This is an optimization exercise on Yosys and OpenROAD, whose aim is small area, not a production implementation.
In this exercise RTL edits were held to simulation tests only and were not proved equivalent to the original.
No activity file was given, so power comes from the tool's default toggle rates. The clock port is modelled as an ideal driver; clocking choices that lean on that would not hold on a real chip.

// Memory
module Memory #(parameter Depth = 4,
                parameter Data_width = 32)
               ( input  wire clk,
                 input  wire rst,
                 input  wire EN,
                 input  wire wr_en,
                 input  wire rd_en,
                 input  wire [  Depth    - 1 : 0] add,
                 input  wire [Data_width - 1 : 0] Data_in,
                 output reg  valid_out,
                 output wire [Data_width - 1 : 0] Data_out
               );
export LEC_CHECK = 0
export CAP_MARGIN = 0
export CORE_MARGIN = 2
export CORE_UTILIZATION = 65
export GPL_TIMING_DRIVEN = 1
export SLEW_MARGIN = 0
export SYNTH_HIERARCHICAL = 1
export SYNTH_MINIMUM_KEEP_SIZE = 0
create_clock -name core_clock -period 5.0 [get_ports {clk}]
standard.sh (not shown) runs the stock make flow with config.mk's settings and CLKGATE_MAP_FILE= SYNTH_SCRIPT=/design/flow/synth_recipe.tcl, a recipe that flattens the netlist after the stock synthesis.
==> flow/flow/run.sh <==
#!/bin/bash
# The standard ORFS layout, with two changes passed to its make through the
# environment: ports are buffered with the smallest buffer, and clock tree
# synthesis adds no dummy loads. Each step's full log stays under orfs/logs/.
set -euo pipefail
cd "$(dirname "$0")/.."
export BUFFER_PORTS_ARGS="-buffer_cell sky130_fd_sc_hd__buf_1"
export CTS_ARGS="-sink_clustering_enable -repair_clock_nets -dont_use_dummy_load -sink_clustering_size 30 -sink_clustering_max_diameter 100 -buf_list {sky130_fd_sc_hd__clkbuf_8 sky130_fd_sc_hd__clkbuf_16}"
bash standard.sh > standard.log 2>&1
The baseline completed with no timing, DRC or antenna violations.
==> next run, changes <==
==> flow/run.sh (new file) <==
#!/bin/bash
# synth_recipe.tcl (not shown) runs the flow's synth.tcl, then flattens the netlist and writes it again
# the make line also repeats each setting of config.mk as NAME=value (left out here)
make -C /OpenROAD-flow-scripts/flow DESIGN_CONFIG=/design/flow/config.mk WORK_HOME=/design/flow/orfs CLKGATE_MAP_FILE= SYNTH_SCRIPT=/design/flow/synth_recipe.tcl finish
- CORE_UTILIZATION: 65 -> 50
- CTS_CLUSTER_DIAMETER: not set -> 100
- CTS_CLUSTER_SIZE: not set -> 30
- GPL_TIMING_DRIVEN: 1 -> not set
removed: flow/flow/run.sh
removed: flow/standard.sh
What happened:
- The changed run completed with no timing, DRC or antenna violations
- global-route usage falls by 8.6 points
- final area rises by 3.5%
- sequential power stays flat
- flip-flop and latch count does not change
- utilization falls by 14 points
- setup slack degrades by 480 ps
- clock-buffer cell count rises by 3
- fmax falls by 13%
- via count falls by about 2.7%
- non-clock buffer count falls by 3
- die area rises by 29%
==> next run, changes <==
==> flow/flow/run.sh (new file) <==
#!/bin/bash
# The standard ORFS layout, with two changes passed to its make through the
# environment: ports are buffered with the smallest buffer, and clock tree
# synthesis adds no dummy loads. Each step's full log stays under orfs/logs/.
set -euo pipefail
cd "$(dirname "$0")/.."
export BUFFER_PORTS_ARGS="-buffer_cell sky130_fd_sc_hd__buf_1"
export CTS_ARGS="-sink_clustering_enable -repair_clock_nets -dont_use_dummy_load -sink_clustering_size 30 -sink_clustering_max_diameter 100 -buf_list {sky130_fd_sc_hd__clkbuf_8 sky130_fd_sc_hd__clkbuf_16}"
bash standard.sh > standard.log 2>&1
==> flow/standard.sh (new file) <==
#!/bin/bash
# synth_recipe.tcl (not shown) runs the flow's synth.tcl, then flattens the netlist and writes it again
# the make line also repeats each setting of config.mk as NAME=value (left out here)
make -C /OpenROAD-flow-scripts/flow DESIGN_CONFIG=/design/flow/config.mk WORK_HOME=/design/flow/orfs CLKGATE_MAP_FILE= SYNTH_SCRIPT=/design/flow/synth_recipe.tcl "${@:-finish}"
- CORE_UTILIZATION: 50 -> 65
- CTS_CLUSTER_DIAMETER: 100 -> not set
- CTS_CLUSTER_SIZE: 30 -> not set
- GPL_TIMING_DRIVEN: not set -> 0
removed: flow/run.sh
After rerunning: With this change the flow produced a layout that fails on capacitance limit, slew limit. Synthesized area stays the same. Setup slack is worse by 740 ps. Combinational power decreases by about 6%. Via count came out higher by 0.48%. Clock power came out lower by about 4%.
==> next run, changes <==
--- a/flow/flow/run.sh
+++ b/flow/flow/run.sh
@@ -8 +8 @@
-export CTS_ARGS="-sink_clustering_enable -repair_clock_nets -dont_use_dummy_load -sink_clustering_size 30 -sink_clustering_max_diameter 100 -buf_list {sky130_fd_sc_hd__clkbuf_8 sky130_fd_sc_hd__clkbuf_16}"
+export CTS_ARGS="-sink_clustering_enable -repair_clock_nets -dont_use_dummy_load -sink_clustering_size 25 -sink_clustering_max_diameter 100"
- CORE_UTILIZATION: 65 -> 50
- CTS_CLUSTER_DIAMETER: not set -> 100
- CTS_CLUSTER_SIZE: not set -> 25
- GPL_TIMING_DRIVEN: 0 -> not set
Effect:
- With this change the flow completed with no timing, DRC or antenna violations
- routed wire length climbs by 5.5%
- critical path depth falls by 7
- total power is higher by 1.9%
- fmax rises by 33%
- area after synthesis does not change

* * *

Memory, a different RTL version from the one above (not shown whole).
Size in the first run: about 74 I/O pins.
clock: 5.0 ns
lec_check: 0
cap_margin: 0
core_margin: 2
core_utilization: 50
place_density: 0.8
slew_margin: 0
synth_hierarchical: 1
synth_minimum_keep_size: 0
==> flow/flow/run.sh <==
#!/bin/bash
# The standard ORFS layout with these changes:
#  - after the standard synthesis, the read-path NOR4 and OAI211 gates that
#    ABC mapped at drive strength 2 are set back to strength 1 (same
#    function; each drives a single gate input),
#  - ports are buffered with the smallest buffer,
#  - clock tree synthesis uses clkbuf_8 leaves and adds no dummy loads.
# The log of each standard.sh call is kept here; each ORFS step's full log
# stays under orfs/logs/.
set -euo pipefail
cd "$(dirname "$0")/.."
export BUFFER_PORTS_ARGS="-buffer_cell sky130_fd_sc_hd__buf_1"
export CTS_ARGS="-sink_clustering_enable -repair_clock_nets -dont_use_dummy_load -sink_clustering_size 18 -sink_clustering_max_diameter 100 -buf_list sky130_fd_sc_hd__clkbuf_8"
bash standard.sh synth > synth.log 2>&1
NET=orfs/results/sky130hd/Memory/base/1_2_yosys.v
cp "$NET" 1_2_yosys.standard.v
sed -i -e 's/sky130_fd_sc_hd__nor4_2 /sky130_fd_sc_hd__nor4_1 /' \
       -e 's/sky130_fd_sc_hd__o211ai_2 /sky130_fd_sc_hd__o211ai_1 /' "$NET"
rm -f orfs/results/sky130hd/Memory/base/1_synth.odb orfs/results/sky130hd/Memory/base/1_synth.sdc
bash standard.sh > layout.log 2>&1
The starting point went through all stages and came out clean.
==> next run, changes <==
Settings changed: PLACE_DENSITY 0.8 to not set.
=> The changed run finished clean. Area after synthesis stays the same. Routed wire length is higher by a few percent. Global-route usage is higher by 2.3 points. Maximum frequency is lower slightly.
==> next run, changes <==
Settings changed: CORE_UTILIZATION 50 to 62.
Effect:
- clock-buffer cell count is unchanged
- wire length decreases by a few percent
- first-iteration DRC count came out higher by a quarter to a third
- synthesized cell count stays the same
- non-clock buffer count falls by 13
- total power is lower slightly
- utilization came out higher by 13 points
==> next run, changes <==
Settings changed: CORE_UTILIZATION 62 to 50, GPL_ROUTABILITY_DRIVEN set to 0, PLACE_DENSITY set to 0.7.
After rerunning:
- sequential cell count is unchanged
- routed wire length falls by 0.86%
- power stays flat
- combinational power barely changes
- worst hold slack gets worse by 7.5 ps
- synthesized area stays the same
- via count falls by 0.42%
- final area stays flat

[port drivers added, routing unchanged]
No port has a modelled driver above. Below, the same layouts with a new extraction and two added sets of constraints. Step 1, drivers: a clkbuf_16 drives clk and a buf_2 each remaining input, both assumed. Step 2 times the ports against the registers' clock, not the clock port: input delays grow and output delays shrink by t, the midpoint of the rising clock arrivals with the driver on. Three values: ideal, step 1, step 2; two values: the first two.
run	shift t [ns]	setup slack, ns	worst setup path after step 2	worst register clock-pin slew, ns
the first run of note 1	0.593	1.691 / 1.652 / 1.124	input to register	0.11 / 0.11
the second run of note 1	0.627	1.211 / 1.156 / 0.899	input to register	0.12 / 0.12
the third run of note 1	0.595	0.472 / 0.498 / -0.097	input to register	0.11 / 0.11
the fourth run of note 1	0.613	1.597 / 1.540 / 1.026	input to register	0.10 / 0.10
the first run of note 2	0.600	1.562 / 1.513 / 1.304	input to register	0.11 / 0.11
the second run of note 2	0.600	1.520 / 1.470 / 1.186	input to register	0.11 / 0.11
the third run of note 2	0.613	1.561 / 1.511 / 1.256	input to register	0.12 / 0.12
the fourth run of note 2	0.602	1.669 / 1.618 / 1.512	input to register	0.11 / 0.11
For the fourth run of note 1, which loses most, drivers alone change the setup slack by -0.057 ns; drivers and shift together by -0.571 ns.
